What follows belongs to an exercise in optimizing a design on an open flow for small area; a production flow would make more cautious choices.
Only simulation tests tie the RTL to the original design; equivalence was not proved.
Power and IR drop assume default switching activity.

== v54 ==
## memGame_Top
module memGame_Top(Clk, Rst, game_b, p1_b, p1_inputNum, seqDisp, p1Disp, pointDisp, r_LED, g_LED);
  input Clk, Rst, game_b, p1_b;
  input [3:0] p1_inputNum;
  output [17:0] r_LED;
  output [3:0] g_LED;
  output [6:0] seqDisp, p1Disp, pointDisp;
  localparam [3:0] S_Init = 4'd0, S_Init0 = 4'd1, S_GetNum = 4'd2, S_Shift = 4'd3,
                   S_Stage1 = 4'd4, S_Mod = 4'd5, S_Generate = 4'd6, S_Add = 4'd7,
                   S_WaitForPush = 4'd8, S_InputSeq = 4'd9, S_Verify = 4'd10;
  localparam [31:0] C1 = 32'b01110010100111010100101001011110;
  localparam [31:0] C2 = 32'b01101111001100100001100011001011;
  localparam [31:0] C3 = 32'b10101001010010110111000010011110;
  localparam [31:0] C4 = 32'b01100100001100011001001101111011;
  reg gw, gp, pw, pp;
  always @(posedge Clk) begin
    gw <= Rst & ~game_b & ~gp;
    gp <= Rst & gw & game_b;
    pw <= Rst & ~p1_b & ~pp;
    pp <= Rst & pw & p1_b;
  end
  wire gameButton = gp;
  wire pButton = pp;
  reg [3:0] randNum;
  always @(posedge Clk)
    if (!Rst) randNum <= 4'd0;
    else if (!game_b) randNum <= randNum + 4'd1;
  reg [3:0] State;
  reg [4:0] points;
  reg [3:0] inputCt;
  reg d4;             
  reg [3:0] p1n;
  reg [3:0] prev;
  reg [3:0] rsv;
  reg [1:0] src;
  reg [5:0] sh;
  reg [3:0] kled;
  reg rA, rB;
  reg ga, gb, gx;     
  reg [27:0] trace;
  reg alive, neg;
  wire inDisp = (State == S_Stage1) | (State == S_Mod) | (State == S_Generate) |
  ...
==> flow/config.mk <==
export PLATFORM = sky130hd
export DESIGN_NAME = memGame_Top
export DESIGN_NICKNAME = memGame_Top
export VERILOG_FILES = /design/flow/design.v
export SDC_FILE = /design/flow/constraint.sdc
export NUM_CORES = 4
export LEC_CHECK = 0
export ABC_AREA = 1
export CAP_MARGIN = 20
export CORE_MARGIN = 2
export CORE_UTILIZATION = 40
export CTS_BUF_LIST = sky130_fd_sc_hd__clkbuf_4 sky130_fd_sc_hd__clkbuf_8
export SLEW_MARGIN = 20
==> flow/constraint.sdc <==
create_clock -name core_clock -period 20.0 [get_ports {Clk}]
set_input_delay 4.0000 -clock core_clock [delete_from_list [all_inputs] [get_ports {Clk}]]
set_output_delay 4.0000 -clock core_clock [all_outputs]
set_load 0.01 [all_outputs]
standard.sh (not shown) runs the stock make flow with config.mk's settings and CLKGATE_MAP_FILE= SYNTH_SCRIPT=/design/flow/synth_recipe.tcl, a recipe that flattens the netlist after the stock synthesis.
==> flow/flow/run.sh <==
#!/bin/bash
# Own layout flow: the standard synthesis, then its combinational logic re-mapped with a
# stronger, area-oriented ABC script (flip-flops are left exactly as synthesis made them), then
# the standard layout steps, with the port buffers made with the smallest buffer cell.
set -euo pipefail
W=$(pwd)
R=$W/orfs/results/$FLOW_PLATFORM/memGame_Top/base
F=$W/flow
YOSYS=$(command -v yosys || echo "$FLOW_HOME/../tools/install/yosys/bin/yosys")
PDK=$FLOW_HOME/platforms/$FLOW_PLATFORM

# 1. standard synthesis
bash standard.sh synth > "$W/run_synth.log" 2>&1

# 2. re-map the combinational logic
cp "$R/1_2_yosys.v" "$W/1_2_yosys_standard.v"
export REOPT_LIB=$PDK/lib/sky130_fd_sc_hd__tt_025C_1v80.lib
export REOPT_DONT_USE="$(sed -n '/^export DONT_USE_CELLS/,/^$/p' "$PDK/config.mk" | grep -o 'sky130_fd_sc_hd__[a-z0-9_]*' | tr '\n' ' ')"
export REOPT_IN=$W/1_2_yosys_standard.v
export REOPT_OUT=$W/1_2_yosys_reopt.v
export REOPT_ABC=$F/area.abc
"$YOSYS" -c "$F/reopt.tcl" > "$W/run_reopt.log" 2>&1
cp "$REOPT_OUT" "$R/1_2_yosys.v"
rm -f "$R/1_synth.odb" "$R/1_synth.sdc"

# 3. standard layout from the re-mapped netlist
export BUFFER_PORTS_ARGS="-buffer_cell sky130_fd_sc_hd__buf_1"
export CTS_ARGS="-sink_clustering_enable -repair_clock_nets -buf_list {sky130_fd_sc_hd__clkbuf_4 sky130_fd_sc_hd__clkbuf_8} -dont_use_dummy_load"
bash standard.sh > "$W/run_layout.log" 2>&1
==> flow/flow/area.abc <==
strash
&get -n
&deepsyn -T 60
&put
dch -f
amap
topo
==> flow/flow/reopt.tcl <==
# Re-map the combinational logic of the standard synthesis netlist with a stronger ABC script.
# Flip-flops stay as they are: same instances, names and cell types.
yosys -import
set lib $::env(REOPT_LIB)
set dont_use {}
foreach c $::env(REOPT_DONT_USE) { lappend dont_use -dont_use $c }
read_liberty -overwrite -setattr liberty_cell -ignore_miss_func $lib
read_verilog $::env(REOPT_IN)
hierarchy -top memGame_Top
blackbox sky130_fd_sc_hd__*df* sky130_fd_sc_hd__*dl* sky130_fd_sc_hd__conb_*
flatten
# wires that flattening the library cells created are internal
yosys rename -hide w:_*_.*
opt_clean -purge
tee -o $::env(REOPT_OUT).before.txt stat
abc -script $::env(REOPT_ABC) -liberty $lib {*}$dont_use
read_liberty -lib -overwrite $lib
opt_clean -purge
setundef -zero
splitnets
opt_clean -purge
hilomap -singleton -hicell sky130_fd_sc_hd__conb_1 HI -locell sky130_fd_sc_hd__conb_1 LO
insbuf -buf sky130_fd_sc_hd__buf_1 A X
tee -o $::env(REOPT_OUT).stat.txt stat -liberty $lib
check -assert -mapped
write_verilog -noattr -nohex -nodec $::env(REOPT_OUT)
> inputs changed (v54 -> v20)
diff --git a/flow/flow/run.sh b/flow/flow/run.sh
--- a/flow/flow/run.sh
+++ b/flow/flow/run.sh
@@ -27,3 +27,2 @@
 export BUFFER_PORTS_ARGS="-buffer_cell sky130_fd_sc_hd__buf_1"
-export CTS_ARGS="-sink_clustering_enable -repair_clock_nets -buf_list {sky130_fd_sc_hd__clkbuf_4 sky130_fd_sc_hd__clkbuf_8} -dont_use_dummy_load"
 bash standard.sh > "$W/run_layout.log" 2>&1
==> flow/flow/area.abc <==
strash
&get -n
&deepsyn -T 30
&put
dch -f
amap
topo
Notes after the runs:
v20 improves on v54 in fmax. The share of the core filled with cells in v20 was higher than what v54 gave. v20 has final standard cell count with taps included and fillers excluded above what v54 had. Per the comparison of v20 with v54, non-clock buffer share of cell area ~0 delta; worst vdd rail ir drop shows an increase of 0.0033 mV. In the tables for v20 and v54, buffers plus inverters on the worst setup path reads lower with v20. v20 ends up with lower mean post-synth cell area than v54 does. Sequential share of layout area delta for v20 relative to v54: 0.90 points lower.
The following lists how v28 was set up differently from v20:
diff --git a/flow/flow/run.sh b/flow/flow/run.sh
--- a/flow/flow/run.sh
+++ b/flow/flow/run.sh
@@ -27,2 +27,3 @@
 export BUFFER_PORTS_ARGS="-buffer_cell sky130_fd_sc_hd__buf_1"
+export CTS_ARGS="-sink_clustering_enable -repair_clock_nets -buf_list {sky130_fd_sc_hd__clkbuf_4 sky130_fd_sc_hd__clkbuf_8} -sink_clustering_size 12 -sink_clustering_max_diameter 100 -dont_use_dummy_load"
 bash standard.sh > "$W/run_layout.log" 2>&1
==> flow/flow/area.abc <==
strash
&get -n
&deepsyn -T 60
&put
dch -f
amap
topo
==> comparison <==
- v28 and v20 all finish clean.
- Re part of the power in the clock network: v20 was higher than v28.
- In v28 relative to v20, wire length of the first global-routing pass had gone down slightly.
- Diff v28 and v20: worst setup slack lower in v28
- Diff v20 -> v28 | total routed wire length on the met1 layer | increase of 1.2%
- CTS clock-pin slew for the worst setup and hold paths of v28 is on par with v20.
- Total power (v20 / v28): 1.08
- Summary: with v20 as the reference, non-clock inverter instance count of the final layout in v28 moved down by a few percent.
What v57 does differently from v28 at the input level:
diff --git a/flow/flow/run.sh b/flow/flow/run.sh
--- a/flow/flow/run.sh
+++ b/flow/flow/run.sh
@@ -27,3 +27,3 @@
 export BUFFER_PORTS_ARGS="-buffer_cell sky130_fd_sc_hd__buf_1"
-export CTS_ARGS="-sink_clustering_enable -repair_clock_nets -buf_list {sky130_fd_sc_hd__clkbuf_4 sky130_fd_sc_hd__clkbuf_8} -sink_clustering_size 12 -sink_clustering_max_diameter 100 -dont_use_dummy_load"
+export CTS_ARGS="-sink_clustering_enable -repair_clock_nets -buf_list {sky130_fd_sc_hd__clkbuf_8} -sink_clustering_size 25 -sink_clustering_max_diameter 300 -dont_use_dummy_load"
 bash standard.sh > "$W/run_layout.log" 2>&1
Results
Area of the mapped netlist: v28 vs v57 identical
Summary of v57 over v28: layout multi-input combinational cell count level, combinational group share of total power level, worst setup timing slack at the placement stage level.
From v28 to v57, number of antenna cells inserted did not move at all.
Going from v28 to v57, synthesized cell count did not really move; wire length did not really move.
v57 against v28: final area now sits at about the same level; initial cell density of the core was more or less identical; first-pass GRT wire length has remained practically unchanged.

==> afterwards: timing with drivers on the ports <==
The results above use ideal ports. As a check the final layouts listed here were re-extracted and re-timed, cells and wires unchanged. Step 1 assumes that a clkbuf_16 drives the clock port and a buf_2 every other input. Step 2 adds t to the input delays and takes it off the output delays; t is the mean of the earliest and latest rising clock arrival at the registers after step 1. Input paths then give back, and output paths get back, about the clock's delay inside the block. Three values: ideal, step 1, step 2; two values: the first two.
| run | t (ns) | setup slack, ns | cell pins on the clock port's net |
|---|---|---|---|
| v54 | 0.400 | 9.357 / 9.321 / 9.722 | 1 |
| v20 | 0.413 | 9.597 / 9.560 / 9.974 | 1 |
| v28 | 0.400 | 9.357 / 9.321 / 9.722 | 1 |
| v57 | 0.400 | 9.357 / 9.321 / 9.722 | 1 |
After both steps setup and hold are still met in every run listed.
